This design comes from an exercise in tuning for small area on the open sky130 flow, not from production work. At most, simulation tests tie the RTL to the original design; equivalence was not proved. For runs 2 and 3, only the layout was checked, not whether the RTL still works. No activity file was given, so power comes from the tool's default toggle rates.

==> flow/design.v, too long to show whole: its modules and the start of the top module <==
// module custom_alu_top: 28 lines
// module custom_alu: 382 lines
// module custom_alu_row0: 10 lines
// module custom_alu_row1: 12 lines
// module custom_alu_row2: 14 lines
// module custom_alu_row3: 16 lines
// module custom_alu_row4: 18 lines
// module custom_alu_row5: 20 lines
// module custom_alu_row6: 22 lines
// module custom_alu_row7: 24 lines
// module custom_alu_row8: 26 lines
// module custom_alu_row9: 28 lines
// module custom_alu_row10: 66 lines
// module custom_alu_row11: 70 lines
// module custom_alu_row12: 76 lines
// module custom_alu_row13: 80 lines
// module custom_alu_row14: 90 lines
// module custom_alu_row15: 94 lines
// module custom_alu_row16: 100 lines
// module custom_alu_row17: 104 lines
// module custom_alu_row18: 112 lines
// module custom_alu_row19: 116 lines
// module custom_alu_row20: 122 lines
// module custom_alu_row21: 126 lines
// module custom_alu_row22: 136 lines
// module custom_alu_row23: 140 lines
// module custom_alu_row24: 146 lines
// module custom_alu_row25: 150 lines
// module custom_alu_row26: 158 lines
// module custom_alu_row27: 162 lines
// module custom_alu_row28: 168 lines
// module custom_alu_row29: 172 lines
// module custom_alu_row30: 184 lines
// module custom_alu_pg: 4 lines
// module custom_alu_go_ppp_p: 3 lines
// module custom_alu_gp_pppp_p: 4 lines
module custom_alu_top(
    input             CLK,
    input      [31:0] RA,
    input      [31:0] RB,
    input      [4:0]  ALU_OP,
    output reg [31:0] Y,
    output reg        C
    );
  // ...
==> flow/run.sh <==
#!/bin/bash
# synth_recipe.tcl (not shown) runs the flow's synth.tcl, then flattens the netlist and writes it again
# the make line also repeats each setting of config.mk as NAME=value (left out here)
make -C /OpenROAD-flow-scripts/flow DESIGN_CONFIG=/design/flow/config.mk WORK_HOME=/design/flow/orfs CLKGATE_MAP_FILE= SYNTH_SCRIPT=/design/flow/synth_recipe.tcl finish
==> flow/config.mk <==
export PLATFORM = sky130hd
export DESIGN_NAME = custom_alu_top
export DESIGN_NICKNAME = custom_alu_top
export VERILOG_FILES = /design/flow/design.v
export SDC_FILE = /design/flow/constraint.sdc
export NUM_CORES = 4
export LEC_CHECK = 0
export CAP_MARGIN = 20
export CORE_MARGIN = 2
export CORE_UTILIZATION = 40
export CTS_CLUSTER_DIAMETER = 60
export CTS_CLUSTER_SIZE = 10
export SLEW_MARGIN = 20
export SYNTH_HIERARCHICAL = 1
==> flow/constraint.sdc <==
create_clock -name core_clock -period 75.0 [get_ports {CLK}]
set_input_delay 15.0000 -clock core_clock [delete_from_list [all_inputs] [get_ports {CLK}]]
set_output_delay 15.0000 -clock core_clock [all_outputs]
set_load 0.01 [all_outputs]
==> impl_metrics.csv, run 1 <==
group,metric,value,unit
run_status,outcome,"timing/DRC/antenna clean",
setup_path,ff2ff_setup_slack,2440,ps
setup_path,timing.rr.start,"rb_q[2]$_DFF_P_",
floorplanning,core,80500,um2
logic_synthesis,netlist.area_leader.share,18.9,%
setup_path,critical_path_class,"reg -> reg",
layout,area_share_nonclk_buffers,7.54,%
sta,tightest_slew,1240,ps
logic_synthesis,ys_top_cells_by_count,"a21o_1, mux2i_1, ha_1, xor2_1, and2_1",
power_and_ir_drop,clock_power_share,5.4,%
clocking,post_cts_buffers,0,
layout,num-nonclk-buffers,295,
min_path,hold-path-cell-count,3,
logic_synthesis,synth_cell_type_count,75,
setup_path,cp.arrival,72800,ps
run,drv_cap,0,
logic_synthesis,synth_warnings,8,
sta,max_freq,0.0138,GHz
setup_path,reg2reg_depth,318,
layout,multi_input_area_share,81.3,%
global_route,use_met3,5.88,%
power_and_ir_drop,swShare,51.0,%
route,dr.first_iter.drc_count,2427,
setup_path,path_buf_inv,36,
layout,final_nets,4477,
sta,timing.final.ws_setup,2440,ps
place,dpl.hpwl,95.3,mm
layout,fin_area,37400,um2
layout,multi_input_gates,3342,
power_and_ir_drop,power_density,23.7,nW/um2
logic_synthesis,synth-xor-area-share,12.8,%
logic_synthesis,yosysMostFrequentCell,"a21o_1",
logic_synthesis,synth-seq-area-share,6.27,%
clocking,root_buffer,"clkbuf_16",
layout,layout_common_cells,"a21o_1, ha_1, xor2_1, and2_1, mux2i_1",
power_and_ir_drop,p_comb_share,86.3,%
route,totalWireLength,123,mm
setup_path,cp_common_cell,"a21o_1",
layout,sh_seq_area,5.49,%
power_and_ir_drop,ir_drop,0.0133,mV
==> module custom_alu_row8, before the edit <==
module custom_alu_row8(input [8:0] x, input [8:0] y, input ci, input ms, input en, output [8:0] r, output qo);
    wire [9:0] a_c;
    wire [8:0] a_s;
    assign a_c[0] = ci;
    assign a_s[0] = x[0] ^ y[0] ^ a_c[0];
    assign a_c[1] = (x[0] & y[0]) | (a_c[0] & (x[0] ^ y[0]));
    assign a_s[1] = x[1] ^ y[1] ^ a_c[1];
    assign a_c[2] = (x[1] & y[1]) | (a_c[1] & (x[1] ^ y[1]));
    assign a_s[2] = x[2] ^ y[2] ^ a_c[2];
    assign a_c[3] = (x[2] & y[2]) | (a_c[2] & (x[2] ^ y[2]));
    assign a_s[3] = x[3] ^ y[3] ^ a_c[3];
    assign a_c[4] = (x[3] & y[3]) | (a_c[3] & (x[3] ^ y[3]));
    assign a_s[4] = x[4] ^ y[4] ^ a_c[4];
    assign a_c[5] = (x[4] & y[4]) | (a_c[4] & (x[4] ^ y[4]));
    assign a_s[5] = x[5] ^ y[5] ^ a_c[5];
    assign a_c[6] = (x[5] & y[5]) | (a_c[5] & (x[5] ^ y[5]));
    assign a_s[6] = x[6] ^ y[6] ^ a_c[6];
    assign a_c[7] = (x[6] & y[6]) | (a_c[6] & (x[6] ^ y[6]));
    assign a_s[7] = x[7] ^ y[7] ^ a_c[7];
    assign a_c[8] = (x[7] & y[7]) | (a_c[7] & (x[7] ^ y[7]));
    assign a_s[8] = x[8] ^ y[8] ^ a_c[8];
    assign a_c[9] = (x[8] & y[8]) | (a_c[8] & (x[8] ^ y[8]));
    assign qo = en & ~(a_c[9]);
    wire sel = ms | qo;
    assign r = ~(sel ? {a_s[8], a_s[7], a_s[6], a_s[5], a_s[4], a_s[3], a_s[2], a_s[1], a_s[0]} : x);    
endmodule
==> module custom_alu_row9, before the edit <==
module custom_alu_row9(input [9:0] x, input [9:0] y, input ci, input ms, input en, output [9:0] r, output qo);
    wire [10:0] a_c;
    wire [9:0] a_s;
    assign a_c[0] = ci;
    assign a_s[0] = x[0] ^ y[0] ^ a_c[0];
    assign a_c[1] = (x[0] & y[0]) | (a_c[0] & (x[0] ^ y[0]));
    assign a_s[1] = x[1] ^ y[1] ^ a_c[1];
    assign a_c[2] = (x[1] & y[1]) | (a_c[1] & (x[1] ^ y[1]));
    assign a_s[2] = x[2] ^ y[2] ^ a_c[2];
    assign a_c[3] = (x[2] & y[2]) | (a_c[2] & (x[2] ^ y[2]));
    assign a_s[3] = x[3] ^ y[3] ^ a_c[3];
    assign a_c[4] = (x[3] & y[3]) | (a_c[3] & (x[3] ^ y[3]));
    assign a_s[4] = x[4] ^ y[4] ^ a_c[4];
    assign a_c[5] = (x[4] & y[4]) | (a_c[4] & (x[4] ^ y[4]));
    assign a_s[5] = x[5] ^ y[5] ^ a_c[5];
    assign a_c[6] = (x[5] & y[5]) | (a_c[5] & (x[5] ^ y[5]));
    assign a_s[6] = x[6] ^ y[6] ^ a_c[6];
    assign a_c[7] = (x[6] & y[6]) | (a_c[6] & (x[6] ^ y[6]));
    assign a_s[7] = x[7] ^ y[7] ^ a_c[7];
    assign a_c[8] = (x[7] & y[7]) | (a_c[7] & (x[7] ^ y[7]));
    assign a_s[8] = x[8] ^ y[8] ^ a_c[8];
    assign a_c[9] = (x[8] & y[8]) | (a_c[8] & (x[8] ^ y[8]));
    assign a_s[9] = x[9] ^ y[9] ^ a_c[9];
    assign a_c[10] = (x[9] & y[9]) | (a_c[9] & (x[9] ^ y[9]));
    assign qo = en & (a_c[10]);
    wire sel = ms | qo;
    assign r = ~(sel ? {a_s[9], a_s[8], a_s[7], a_s[6], a_s[5], a_s[4], a_s[3], a_s[2], a_s[1], a_s[0]} : x);    
endmodule
==> run 2, diff against run 1 <==
--- a/flow/design.v
+++ b/flow/design.v
@@ -548,56 +548,114 @@
 endmodule
 module custom_alu_row8(input [8:0] x, input [8:0] y, input ci, input ms, input en, output [8:0] r, output qo);
-    wire [9:0] a_c;
-    wire [8:0] a_s;
-    assign a_c[0] = ci;
-    assign a_s[0] = x[0] ^ y[0] ^ a_c[0];
-    assign a_c[1] = (x[0] & y[0]) | (a_c[0] & (x[0] ^ y[0]));
-    assign a_s[1] = x[1] ^ y[1] ^ a_c[1];
-    assign a_c[2] = (x[1] & y[1]) | (a_c[1] & (x[1] ^ y[1]));
-    assign a_s[2] = x[2] ^ y[2] ^ a_c[2];
-    assign a_c[3] = (x[2] & y[2]) | (a_c[2] & (x[2] ^ y[2]));
-    assign a_s[3] = x[3] ^ y[3] ^ a_c[3];
-    assign a_c[4] = (x[3] & y[3]) | (a_c[3] & (x[3] ^ y[3]));
-    assign a_s[4] = x[4] ^ y[4] ^ a_c[4];
-    assign a_c[5] = (x[4] & y[4]) | (a_c[4] & (x[4] ^ y[4]));
-    assign a_s[5] = x[5] ^ y[5] ^ a_c[5];
-    assign a_c[6] = (x[5] & y[5]) | (a_c[5] & (x[5] ^ y[5]));
-    assign a_s[6] = x[6] ^ y[6] ^ a_c[6];
-    assign a_c[7] = (x[6] & y[6]) | (a_c[6] & (x[6] ^ y[6]));
-    assign a_s[7] = x[7] ^ y[7] ^ a_c[7];
-    assign a_c[8] = (x[7] & y[7]) | (a_c[7] & (x[7] ^ y[7]));
-    assign a_s[8] = x[8] ^ y[8] ^ a_c[8];
-    assign a_c[9] = (x[8] & y[8]) | (a_c[8] & (x[8] ^ y[8]));
-    assign qo = en & ~(a_c[9]);
+    wire [9:0] a_p, a_g;
+    assign a_p[0] = 1'b0;
+    assign a_g[0] = ci;
+    custom_alu_pg a_pg0 (.a(x[0]), .b(y[0]), .p(a_p[1]), .g(a_g[1]));
+    custom_alu_pg a_pg1 (.a(x[1]), .b(y[1]), .p(a_p[2]), .g(a_g[2]));
+    custom_alu_pg a_pg2 (.a(x[2]), .b(y[2]), .p(a_p[3]), .g(a_g[3]));
+    custom_alu_pg a_pg3 (.a(x[3]), .b(y[3]), .p(a_p[4]), .g(a_g[4]));
+    custom_alu_pg a_pg4 (.a(x[4]), .b(y[4]), .p(a_p[5]), .g(a_g[5]));
+    custom_alu_pg a_pg5 (.a(x[5]), .b(y[5]), .p(a_p[6]), .g(a_g[6]));
+    custom_alu_pg a_pg6 (.a(x[6]), .b(y[6]), .p(a_p[7]), .g(a_g[7]));
+    custom_alu_pg a_pg7 (.a(x[7]), .b(y[7]), .p(a_p[8]), .g(a_g[8]));
+    custom_alu_pg a_pg8 (.a(x[8]), .b(y[8]), .p(a_p[9]), .g(a_g[9]));
+    wire a_G0_1;
+    custom_alu_go_ppp_p a_G0_1_u (.gh(a_g[1]), .ph(a_p[1]), .gl(a_g[0]), .g(a_G0_1));
+    wire a_G0_3, a_P0_3;
+    custom_alu_gp_pppp_p a_G0_3_u (.gh(a_g[3]), .ph(a_p[3]), .gl(a_g[2]), .pl(a_p[2]), .g(a_G0_3), .p(a_P0_3));
+    wire a_G0_5, a_P0_5;
+    custom_alu_gp_pppp_p a_G0_5_u (.gh(a_g[5]), .ph(a_p[5]), .gl(a_g[4]), .pl(a_p[4]), .g(a_G0_5), .p(a_P0_5));
+    wire a_G0_7, a_P0_7;
+    custom_alu_gp_pppp_p a_G0_7_u (.gh(a_g[7]), .ph(a_p[7]), .gl(a_g[6]), .pl(a_p[6]), .g(a_G0_7), .p(a_P0_7));
+    wire a_G0_9, a_P0_9;
+    custom_alu_gp_pppp_p a_G0_9_u (.gh(a_g[9]), .ph(a_p[9]), .gl(a_g[8]), .pl(a_p[8]), .g(a_G0_9), .p(a_P0_9));
+    wire a_G1_3;
+    custom_alu_go_ppp_p a_G1_3_u (.gh(a_G0_3), .ph(a_P0_3), .gl(a_G0_1), .g(a_G1_3));
+    wire a_G1_7, a_P1_7;
+    custom_alu_gp_pppp_p a_G1_7_u (.gh(a_G0_7), .ph(a_P0_7), .gl(a_G0_5), .pl(a_P0_5), .g(a_G1_7), .p(a_P1_7));
+    wire a_G2_7;
+    custom_alu_go_ppp_p a_G2_7_u (.gh(a_G1_7), .ph(a_P1_7), .gl(a_G1_3), .g(a_G2_7));
+    wire a_G3_5;
+    custom_alu_go_ppp_p a_G3_5_u (.gh(a_G0_5), .ph(a_P0_5), .gl(a_G1_3), .g(a_G3_5));
+    wire a_G3_9;
+    custom_alu_go_ppp_p a_G3_9_u (.gh(a_G0_9), .ph(a_P0_9), .gl(a_G2_7), .g(a_G3_9));
+    wire a_G4_2;
+    custom_alu_go_ppp_p a_G4_2_u (.gh(a_g[2]), .ph(a_p[2]), .gl(a_G0_1), .g(a_G4_2));
+    wire a_G4_4;
+    custom_alu_go_ppp_p a_G4_4_u (.gh(a_g[4]), .ph(a_p[4]), .gl(a_G1_3), .g(a_G4_4));
+    wire a_G4_6;
+    custom_alu_go_ppp_p a_G4_6_u (.gh(a_g[6]), .ph(a_p[6]), .gl(a_G3_5), .g(a_G4_6));
+    wire a_G4_8;
+    custom_alu_go_ppp_p a_G4_8_u (.gh(a_g[8]), .ph(a_p[8]), .gl(a_G2_7), .g(a_G4_8));
+    wire a_s0 = a_p[1] ^ a_g[0];
+    wire a_s1 = a_p[2] ^ a_G0_1;
+    wire a_s2 = a_p[3] ^ a_G4_2;
+    wire a_s3 = a_p[4] ^ a_G1_3;
+    wire a_s4 = a_p[5] ^ a_G4_4;
+    wire a_s5 = a_p[6] ^ a_G3_5;
+    wire a_s6 = a_p[7] ^ a_G4_6;
+    wire a_s7 = a_p[8] ^ a_G2_7;
+    wire a_s8 = a_p[9] ^ a_G4_8;
+    assign qo = en & ~(a_G3_9);
     wire sel = ms | qo;
-    assign r = ~(sel ? {a_s[8], a_s[7], a_s[6], a_s[5], a_s[4], a_s[3], a_s[2], a_s[1], a_s[0]} : x);    
+    assign r = ~(sel ? {a_s8, a_s7, a_s6, a_s5, a_s4, a_s3, a_s2, a_s1, a_s0} : x);    
 endmodule
 module custom_alu_row9(input [9:0] x, input [9:0] y, input ci, input ms, input en, output [9:0] r, output qo);
-    wire [10:0] a_c;
-    wire [9:0] a_s;
-    assign a_c[0] = ci;
-    assign a_s[0] = x[0] ^ y[0] ^ a_c[0];
-    assign a_c[1] = (x[0] & y[0]) | (a_c[0] & (x[0] ^ y[0]));
-    assign a_s[1] = x[1] ^ y[1] ^ a_c[1];
-    assign a_c[2] = (x[1] & y[1]) | (a_c[1] & (x[1] ^ y[1]));
-    assign a_s[2] = x[2] ^ y[2] ^ a_c[2];
-    assign a_c[3] = (x[2] & y[2]) | (a_c[2] & (x[2] ^ y[2]));
-    assign a_s[3] = x[3] ^ y[3] ^ a_c[3];
-    assign a_c[4] = (x[3] & y[3]) | (a_c[3] & (x[3] ^ y[3]));
-    assign a_s[4] = x[4] ^ y[4] ^ a_c[4];
-    assign a_c[5] = (x[4] & y[4]) | (a_c[4] & (x[4] ^ y[4]));
-    assign a_s[5] = x[5] ^ y[5] ^ a_c[5];
-    assign a_c[6] = (x[5] & y[5]) | (a_c[5] & (x[5] ^ y[5]));
-    assign a_s[6] = x[6] ^ y[6] ^ a_c[6];
-    assign a_c[7] = (x[6] & y[6]) | (a_c[6] & (x[6] ^ y[6]));
-    assign a_s[7] = x[7] ^ y[7] ^ a_c[7];
-    assign a_c[8] = (x[7] & y[7]) | (a_c[7] & (x[7] ^ y[7]));
-    assign a_s[8] = x[8] ^ y[8] ^ a_c[8];
-    assign a_c[9] = (x[8] & y[8]) | (a_c[8] & (x[8] ^ y[8]));
-    assign a_s[9] = x[9] ^ y[9] ^ a_c[9];
-    assign a_c[10] = (x[9] & y[9]) | (a_c[9] & (x[9] ^ y[9]));
-    assign qo = en & (a_c[10]);
+    wire [10:0] a_p, a_g;
+    assign a_p[0] = 1'b0;
+    assign a_g[0] = ci;
+    custom_alu_pg a_pg0 (.a(x[0]), .b(y[0]), .p(a_p[1]), .g(a_g[1]));
+    custom_alu_pg a_pg1 (.a(x[1]), .b(y[1]), .p(a_p[2]), .g(a_g[2]));
+    custom_alu_pg a_pg2 (.a(x[2]), .b(y[2]), .p(a_p[3]), .g(a_g[3]));
+    custom_alu_pg a_pg3 (.a(x[3]), .b(y[3]), .p(a_p[4]), .g(a_g[4]));
+    custom_alu_pg a_pg4 (.a(x[4]), .b(y[4]), .p(a_p[5]), .g(a_g[5]));
+    custom_alu_pg a_pg5 (.a(x[5]), .b(y[5]), .p(a_p[6]), .g(a_g[6]));
+    custom_alu_pg a_pg6 (.a(x[6]), .b(y[6]), .p(a_p[7]), .g(a_g[7]));
+    custom_alu_pg a_pg7 (.a(x[7]), .b(y[7]), .p(a_p[8]), .g(a_g[8]));
+    custom_alu_pg a_pg8 (.a(x[8]), .b(y[8]), .p(a_p[9]), .g(a_g[9]));
+    custom_alu_pg a_pg9 (.a(x[9]), .b(y[9]), .p(a_p[10]), .g(a_g[10]));
+    wire a_G0_1;
+    custom_alu_go_ppp_p a_G0_1_u (.gh(a_g[1]), .ph(a_p[1]), .gl(a_g[0]), .g(a_G0_1));
+    wire a_G0_3, a_P0_3;
+    custom_alu_gp_pppp_p a_G0_3_u (.gh(a_g[3]), .ph(a_p[3]), .gl(a_g[2]), .pl(a_p[2]), .g(a_G0_3), .p(a_P0_3));
+    wire a_G0_5, a_P0_5;
+    custom_alu_gp_pppp_p a_G0_5_u (.gh(a_g[5]), .ph(a_p[5]), .gl(a_g[4]), .pl(a_p[4]), .g(a_G0_5), .p(a_P0_5));
+    wire a_G0_7, a_P0_7;
+    custom_alu_gp_pppp_p a_G0_7_u (.gh(a_g[7]), .ph(a_p[7]), .gl(a_g[6]), .pl(a_p[6]), .g(a_G0_7), .p(a_P0_7));
+    wire a_G0_9, a_P0_9;
+    custom_alu_gp_pppp_p a_G0_9_u (.gh(a_g[9]), .ph(a_p[9]), .gl(a_g[8]), .pl(a_p[8]), .g(a_G0_9), .p(a_P0_9));
+    wire a_G1_3;
+    custom_alu_go_ppp_p a_G1_3_u (.gh(a_G0_3), .ph(a_P0_3), .gl(a_G0_1), .g(a_G1_3));
+    wire a_G1_7, a_P1_7;
+    custom_alu_gp_pppp_p a_G1_7_u (.gh(a_G0_7), .ph(a_P0_7), .gl(a_G0_5), .pl(a_P0_5), .g(a_G1_7), .p(a_P1_7));
+    wire a_G2_7;
+    custom_alu_go_ppp_p a_G2_7_u (.gh(a_G1_7), .ph(a_P1_7), .gl(a_G1_3), .g(a_G2_7));
+    wire a_G3_5;
+    custom_alu_go_ppp_p a_G3_5_u (.gh(a_G0_5), .ph(a_P0_5), .gl(a_G1_3), .g(a_G3_5));
+    wire a_G3_9;
+    custom_alu_go_ppp_p a_G3_9_u (.gh(a_G0_9), .ph(a_P0_9), .gl(a_G2_7), .g(a_G3_9));
+    wire a_G4_2;
+    custom_alu_go_ppp_p a_G4_2_u (.gh(a_g[2]), .ph(a_p[2]), .gl(a_G0_1), .g(a_G4_2));
+    wire a_G4_4;
+    custom_alu_go_ppp_p a_G4_4_u (.gh(a_g[4]), .ph(a_p[4]), .gl(a_G1_3), .g(a_G4_4));
+    wire a_G4_6;
+    custom_alu_go_ppp_p a_G4_6_u (.gh(a_g[6]), .ph(a_p[6]), .gl(a_G3_5), .g(a_G4_6));
+    wire a_G4_8;
+    custom_alu_go_ppp_p a_G4_8_u (.gh(a_g[8]), .ph(a_p[8]), .gl(a_G2_7), .g(a_G4_8));
+    wire a_G4_10;
+    custom_alu_go_ppp_p a_G4_10_u (.gh(a_g[10]), .ph(a_p[10]), .gl(a_G3_9), .g(a_G4_10));
+    wire a_s0 = a_p[1] ^ a_g[0];
+    wire a_s1 = a_p[2] ^ a_G0_1;
+    wire a_s2 = a_p[3] ^ a_G4_2;
+    wire a_s3 = a_p[4] ^ a_G1_3;
+    wire a_s4 = a_p[5] ^ a_G4_4;
+    wire a_s5 = a_p[6] ^ a_G3_5;
+    wire a_s6 = a_p[7] ^ a_G4_6;
+    wire a_s7 = a_p[8] ^ a_G2_7;
+    wire a_s8 = a_p[9] ^ a_G4_8;
+    wire a_s9 = a_p[10] ^ a_G3_9;
+    assign qo = en & (a_G4_10);
     wire sel = ms | qo;
-    assign r = ~(sel ? {a_s[9], a_s[8], a_s[7], a_s[6], a_s[5], a_s[4], a_s[3], a_s[2], a_s[1], a_s[0]} : x);    
+    assign r = ~(sel ? {a_s9, a_s8, a_s7, a_s6, a_s5, a_s4, a_s3, a_s2, a_s1, a_s0} : x);    
 endmodule
 module custom_alu_row10(input [10:0] x, input [10:0] y, input ci, input ms, input en, output [10:0] r, output qo);
==> run 2 against run 1 <==
  * Still clean
  * Core utilization is 2.1 points lower
  * Non-clock buffer count is 60 lower
  * Die area is 0.53% higher
  * Maximum frequency is 1.0% higher
  * Synthesized cell count is 0.71% higher
  * First-iteration DRC count is 3.1% lower
  * Synthesized area is 0.54% higher
  * Setup slack better by 720 ps
  * Via count is 0.71% lower
  * Count of clock-buffer cells in the layout is 1 higher
  * Sequential share of layout area is 0.23 points higher
  * Power is 2.9% lower
  * Critical path type unchanged
  * Critical endpoint unchanged
  * Largest cell class unchanged
==> impl_metrics.csv, run 2 <==
group,metric,value,unit
logic_synthesis,synth_edf_count,0,
layout,layout_common_cells,"a21o_1, mux2i_1, ha_1, xor2_1, and2_1",
place,dpl.hpwl,95.2,mm
floorplanning,die_h,290,um
sta,finalHoldViolations,0,
sta,fin_crit_sh,95.8,%
setup_path,reg2reg_depth,303,
place,placed_cells,4826,
logic_synthesis,avgSynthCellArea,8.84,um2
power_and_ir_drop,p_leak,23.0,nW
logic_synthesis,ys.flop_type,"dfxtp_1",
clocking,hold_buffers,0,
clocking,numCtsBuffers,9,
sta,tightest_slew,1240,ps
logic_synthesis,synth_area_leader_cell,"a21o_1",
logic_synthesis,synth.area.top_cells,"a21o_1, ha_1, mux2i_1",
global_route,grt_pass1_wl,178,mm
setup_path,required,75230,ps
global_route,grt_usage,27.7,%
setup_path,critPathSlowestCell,"or4_4",
route,final_antenna_net_count,0,
sta,setup_violations,0,
setup_path,cp_max_fo,37,
logic_synthesis,synth_cell_type_count,75,
logic_synthesis,ys_top_cells_by_count,"a21o_1, mux2i_1, ha_1, xor2_1, and2_1",
global_route,grt_overflow_total,0,
sta,fin_setup_tns,0,ps
clocking,root_buffer,"clkbuf_16",
floorplanning,core,80800,um2
route,totalWireLength,122,mm
global_route,grt_max_degree,56,
clocking,cts_tree,"yes",
power_and_ir_drop,ir_drop,0.0149,mV
sta,drv_slew,0,
layout,reg.largest.list,"Y: 32 flops, ra_q: 32 flops, rb_q: 32 flops",
setup_path,critical_path_class,"reg -> reg",
setup_path,cpPeakStageDelay,580,ps
logic_synthesis,synth-seq-area-share,6.23,%
floorplanning,fp.dieArea,84200,um2
floorplanning,die_w,290,um
place,place.port_buffers,102,
route,viasPerCell,5.95,
run_status,outcome,"timing/DRC/antenna clean",
route,route.detailed.drc,0,
clocking,insertion_delay,380,ps
logic_synthesis,async_flop_share,0,%
run,drv_cap,0,
layout,layout-drive-gt1-share,7.10,%
layout,layout_commonest_cell,"a21o_1",
layout,final_cell_count_no_fill,4907,
logic_synthesis,synth_warnings,8,
place,gp_congestion,1.04,
clocking,cts_sinks,102,
clocking,clk_pin_slew_worst_paths,60,ps
clocking,htreeDepth,3,
route,vias,29182,
layout,multi_input_area,29600,um2
layout,final_nets,4440,
min_path,hp-class,"reg -> reg",
global_route,grt_pass1_vias,27471,
logic_synthesis,synthCells,3704,
route,drtPass1Iterations,6,
min_path,hold-path-cell-count,3,
logic_synthesis,netlist.area_leader.share,19.5,%
logic_synthesis,syn_area,32800,um2
power_and_ir_drop,power_density,24.1,nW/um2
setup_path,end_kind,"flip-flop",
logic_synthesis,synth_nets,4304,
floorplanning,rows,104,
route,wl_per_cell,24.9,um
sta,slew_headroom,16.7,%
setup_path,start_kind,"flip-flop",
route,dr.first_iter.drc_count,2351,
setup_path,cp.arrival,72070,ps
setup_path,cp_common_cell,"a21o_1",
global_route,antenna_found_initial,2,
floorplanning,ios,103,
sta,fin_crit,71840,ps
sta,finalClockSkew,27.1,ps
layout,final-seq-area,2050,um2
sta,max_freq,0.0139,GHz
clocking,clockBufferDepth,2,
layout,syn2layout_area_growth,9.22,%
layout,final.fill_count,7913,
floorplanning,start_util,40.5,%
logic_synthesis,yosys_register_bits,102,
logic_synthesis,yosysMostFrequentCell,"a21o_1",
-- run 2: changes by cell type after synthesis, sizes merged --
cell	change
nor2b	+1
a21oi	-1
buf	+1
and2	+9
nor2	+1
a21o	+29
inv	-33
fa	-19
mux2i	+14
xor2	+19
mux2	-14
ha	+19
-- run 2: per-stage QoR --
| stage | setup WS, ps | utilization, % | power [mW] | hold slack [ps] | area, um2 |
|---|---|---|---|---|---|
| after global routing | -157 | 44.3 | 0.930 | 899 | 35800 |
| after detailed placement | -371 | 43.1 | 0.798 | 799 | 34800 |
| final | 3160 | 44.3 | 0.861 | 842 | 35800 |
| after CTS | 46.2 | 43.4 | 0.847 | 824 | 35100 |
| after global placement | 242 | 43.0 | 0.797 | 791 | 34800 |
| after floorplan | 12120 | - | 0.622 | 633 | 32800 |
-- run 2: worst max-delay path: cells and delay by family, from the launching register on --
kind	cells	cell delay, ps
adders and majority gates	52	16520
AOI/OAI and AO/OA	124	27410
and+or+nand+nor	69	13110
DFF	1	540
buffers and inverters	27	4180
muxes	31	9680
-- run 2: cell families after synthesis --
family          share of synthesized area, %
mux                                     16.2
xor+xnor                                13.2
fa+ha+maj                               21.1
simple gates                            13.7
buf+inv                                 4.05
compound gates                          25.5
flops                                   6.23
-- run 2: what timing repair did --
| action | in CTS | in global routing |
|---|---|---|
| pin swaps | 1 | 18 |
| gates resized for setup | 1 | 17 |
| buffers inserted | 0 | 56 |
| setup endpoints to repair | 1 | 33 |
| gates cloned | 1 | 6 |
-- run 2: modules after synthesis (local to each module, per instance), excerpt --
module	flops+latches	area [um2]	cells inside
custom_alu	0	4580	756
custom_alu_go_ppp_p	0	7.51	1
custom_alu_row0	0	55.1	7
custom_alu_row12	0	298	29
custom_alu_row17	0	385	40
custom_alu_row18	0	410	41
custom_alu_row22	0	495	50
custom_alu_row23	0	504	52
custom_alu_row25	0	556	57
custom_alu_row3	0	164	14
custom_alu_row4	0	211	21
custom_alu_row9	0	215	23
-- run 2: final timing paths --
path / startpoint / end / slack [ps]
worst max-delay path: op_q[1]$_DFF_P_ / C$_DFF_P_ / 3160
worst min-delay path: ra_q[28]$_DFF_P_ / Y[28]$_DFF_P_ / 840
worst max register to register: op_q[1]$_DFF_P_ / C$_DFF_P_ / 3160
worst min register to register: ra_q[28]$_DFF_P_ / Y[28]$_DFF_P_ / 840
-- run 2: metal layers --
metal / track usage [%] / wire length (um)
met1: 35.9 / 52400
met2: 44.0 / 53200
met3: 5.65 / 9670
met4: 12.6 / 6730
met5: 0 / 0
-- run 2: cell type report --
cell class	count	area share (%)
Antenna cell	2	0.0140
Inverter	94	0.986
Tap cell	1060	3.71
Multi-Input combinational cell	3398	82.8
Timing Repair Buffer	235	6.03
Sequential cell	102	5.72
Clock buffer	10	0.640
Clock inverter	6	0.133
-- run 2: power breakdown --
group	internal (mW)	leakage (nW)	switching, mW
Sequential	0.0647	0.860	0.00908
Combinational	0.335	22.0	0.408
Clock	0.0227	0.127	0.0216
==> run 3, diff against run 2 <==
--- a/flow/config.mk
+++ b/flow/config.mk
@@ -8,5 +8,5 @@
 export CAP_MARGIN = 20
 export CORE_MARGIN = 2
-export CORE_UTILIZATION = 40
+export CORE_UTILIZATION = 55
 export CTS_CLUSTER_DIAMETER = 60
 export CTS_CLUSTER_SIZE = 10
==> run 3 against run 2 <==
  * Power is 3.0% higher
  * Cell count is 5.8% lower
  * Flip-flop and latch count stayed put
  * Synthesized cell count stayed put
  * Sequential power is 0.5% lower
  * Critical path depth is 2 higher
  * Register-to-register slack worse by 430 ps
  * Clock power is 8.4% higher
  * Routed wire length is 6.8% higher
  * Clock skew is 8.0 ps lower
  * Maximum frequency is 0.59% lower
  * Global-route usage is 13 points higher
  * Critical endpoint unchanged
==> impl_metrics.csv, run 3 <==
group,metric,value,unit
layout,layout_common_cells,"a21o_1, mux2i_1, ha_1, xor2_1, and2_1",
sta,fin_crit,72270,ps
clocking,numCtsBuffers,9,
sta,tightest_slew,1220,ps
logic_synthesis,synth-seq-area-share,6.23,%
floorplanning,fp.dieArea,61500,um2
setup_path,critical_path_class,"reg -> reg",
layout,final_nets,4440,
run,drv_cap,0,
power_and_ir_drop,total_power,0.887,mW
place,dpl.hpwl,101,mm
logic_synthesis,async_flop_share,0,%
logic_synthesis,synthCells,3704,
global_route,grt_max_degree,114,
sta,hold_ws,805,ps
setup_path,critPathSlowestCell,"or4_4",
layout,final-seq-area,2050,um2
floorplanning,die_h,248,um
setup_path,cp_max_fo,31,
route,wl_met2,56.2,mm
global_route,antenna_found_initial,4,
sta,finalClockSkew,19.1,ps
place,place.port_buffers,102,
floorplanning,rows,89,
setup_path,crit_family,"compound AO/OA/AOI/OAI gates",
logic_synthesis,synth_nets,4304,
logic_synthesis,synth_top_family_by_area,"compound AO/OA/AOI/OAI gates",
route,final_antenna_net_count,0,
place,dpl_cell_area,34500,um2
clocking,clockBufferDepth,2,
layout,multi_input_area,29700,um2
logic_synthesis,muxShareOfSynthArea,16.2,%
route,totalWireLength,130,mm
logic_synthesis,synth-simple-area-share,13.7,%
place,gp_congestion,1.07,
floorplanning,die_w,248,um
clocking,root_buffer,"clkbuf_16",
logic_synthesis,synth-xor-area-share,13.2,%
min_path,hp-class,"reg -> reg",
logic_synthesis,synth_warnings,8,
setup_path,cp_common_cell,"a21o_1",
route,route.detailed.drc,0,
layout,final_cell_count_no_fill,4620,
logic_synthesis,avgSynthCellArea,8.84,um2
power_and_ir_drop,p_leak,23.0,nW
setup_path,end_kind,"flip-flop",
setup_path,cp.arrival,72520,ps
route,vias,30561,
floorplanning,start_util,55.6,%
clocking,clk_pin_slew_worst_paths,80,ps
place,place_ws,-1460,ps
logic_synthesis,synth_compound_area_share,25.5,%
setup_path,start_kind,"flip-flop",
layout,syn2layout_area_growth,8.41,%
sta,timing.final.ws_setup,2730,ps
clocking,hold_buffers,0,
layout,layout_commonest_cell,"a21o_1",
global_route,grt_pass1_wl,188,mm
layout,layout-drive-gt1-share,7.10,%
layout,final_util,60.3,%
route,top_layer_used,"met5",
clocking,cts_tree,"yes",
place,placed_cells,4541,
clocking,htreeDepth,3,
layout,fin_area,35500,um2
layout,final.fill_count,5236,
layout,reg.largest.list,"Y: 32 flops, ra_q: 32 flops, rb_q: 32 flops",
sta,slew_headroom,18.5,%
logic_synthesis,netlist.area_leader.share,19.5,%
route,drtPass1Iterations,7,
floorplanning,ios,103,
logic_synthesis,syn_area,32800,um2
logic_synthesis,synth-adder-area-share,21.1,%
logic_synthesis,synth.area.top_cells,"a21o_1, ha_1, mux2i_1",
setup_path,path_buf_inv,28,
logic_synthesis,yosys_register_bits,102,
global_route,grt_pass1_vias,30106,
sta,fin_crit_sh,96.4,%
logic_synthesis,synth_edf_count,0,
route,wl_met1,54.0,mm
sta,drv_slew,0,
clocking,cts_sinks,102,
sta,finalHoldViolations,0,
sta,setup_violations,0,
power_and_ir_drop,ir_drop,0.0201,mV
sta,max_freq,0.0138,GHz
route,viasPerCell,6.61,
setup_path,cpPeakStageDelay,540,ps
global_route,grt_usage,40.9,%
logic_synthesis,ys_top_cells_by_count,"a21o_1, mux2i_1, ha_1, xor2_1, and2_1",
route,wl_per_cell,28.2,um
route,wl_met3,11.0,mm
sta,fin_setup_tns,0,ps
logic_synthesis,synth_cell_type_count,75,
logic_synthesis,yosysMostFrequentCell,"a21o_1",
logic_synthesis,ys.flop_type,"dfxtp_1",
clocking,insertion_delay,380,ps
power_and_ir_drop,power_density,25.0,nW/um2
floorplanning,core,58900,um2
logic_synthesis,synth_area_leader_cell,"a21o_1",
global_route,grt_overflow_total,0,
setup_path,required,75250,ps
route,dr.first_iter.drc_count,2659,
run_status,outcome,"timing/DRC/antenna clean",
run 3: changes by cell type in the layout (fill, tap and decap cells not counted), sizes merged:
cell      previous run  this run
a21oi               24        28
buf                133       129
inv                 95        98
clkinvlp             3         1
clkbuf              10         9
run 3: tightest hold or removal path: stages, from the launching register on:
cell and delay [ps]:
dfxtp_1 430, mux2i_1 100, nor2_1 80, a221oi_1 50, o21ai_0 100
run 3: cell families (layout without fill, tap and decap cells):
logic type,after synthesis,after routing
buffers and inverters,211,341
other,0,2
multiplexers,528,528
AND/OR/NAND/NOR,735,741
AO/OA/AOI/OAI,1104,1109
XOR/XNOR,494,494
adder cells (fa/ha/maj),530,530
flip-flops,102,102
run 3: repair_timing:
| action | in CTS | in global routing |
|---|---|---|
| setup endpoints to repair | 29 | 33 |
| pin swaps | 6 | 20 |
| resized for setup | 3 | 15 |
| buffers inserted | 0 | 50 |
| gates cloned | 6 | 5 |
run 3: metal layers:
layer,global-route usage [%],up-vias
met4,23.3,4
li1,-,13942
met5,0,-
met3,7.96,418
met1,51.7,14810
met2,64.8,1387
run 3: where the power goes:
| part | internal, mW | total, mW | switching (mW) |
|---|---|---|---|
| sequential | 0.0647 | 0.0734 | 0.00869 |
| combinational | 0.337 | 0.765 | 0.429 |
| clock | 0.0237 | 0.0480 | 0.0243 |
run 3: layout make-up:
type | count | share of cell area (%)
Multi-Input combinational cell | 3402 | 83.6
Sequential cell | 102 | 5.77
Tap cell | 773 | 2.72
Clock buffer | 9 | 0.634
Timing Repair Buffer | 231 | 6.11
Antenna cell | 2 | 0.0141
Inverter | 94 | 0.994
Clock inverter | 7 | 0.204
run 3: path summary, 6_finish.rpt:
check | startpoint | cells past startpoint | slack, ps | end
worst min register to register | ra_q[27]$_DFF_P_ | 4 | 810 | Y[27]$_DFF_P_
worst max-delay path | op_q[2]$_DFF_P_ | 305 | 2730 | C$_DFF_P_
worst min-delay path | ra_q[27]$_DFF_P_ | 4 | 810 | Y[27]$_DFF_P_
worst max register to register | op_q[2]$_DFF_P_ | 305 | 2730 | C$_DFF_P_
run 3: Yosys stat by module (local to each module, per instance), a selection:
module / cells / times used
custom_alu_row18: 41 / 1
custom_alu_row22: 50 / 1
custom_alu_row26: 58 / 1
custom_alu_go_ppp_p: 1 / 492
custom_alu_row19: 44 / 1
custom_alu_row14: 33 / 1

static timing again, ports no longer ideal:
No port has a modelled driver above. Below, the same layouts with a new extraction and two added sets of constraints. Step 1 sets driving cells, clkbuf_16 on the clock port and buf_2 on the other inputs (assumed; they add their load-dependent delay and slew). Step 2, shift: input delay + t, output delay - t, t = (earliest + latest rising clock arrival at the registers) / 2. This alone moves slack from input paths to output paths. a / b / c = ideal ports / drivers / drivers and shift; a / b = the first two.
run	t (ns)	setup slack, ns	worst slew at a driven data input, ns
run 1	0.418	2.445 / 2.445 / 2.445	0.05
run 2	0.421	3.162 / 3.162 / 3.162	0.06
run 3	0.417	2.735 / 2.735 / 2.735	0.06
After both steps every run listed still meets setup and hold.
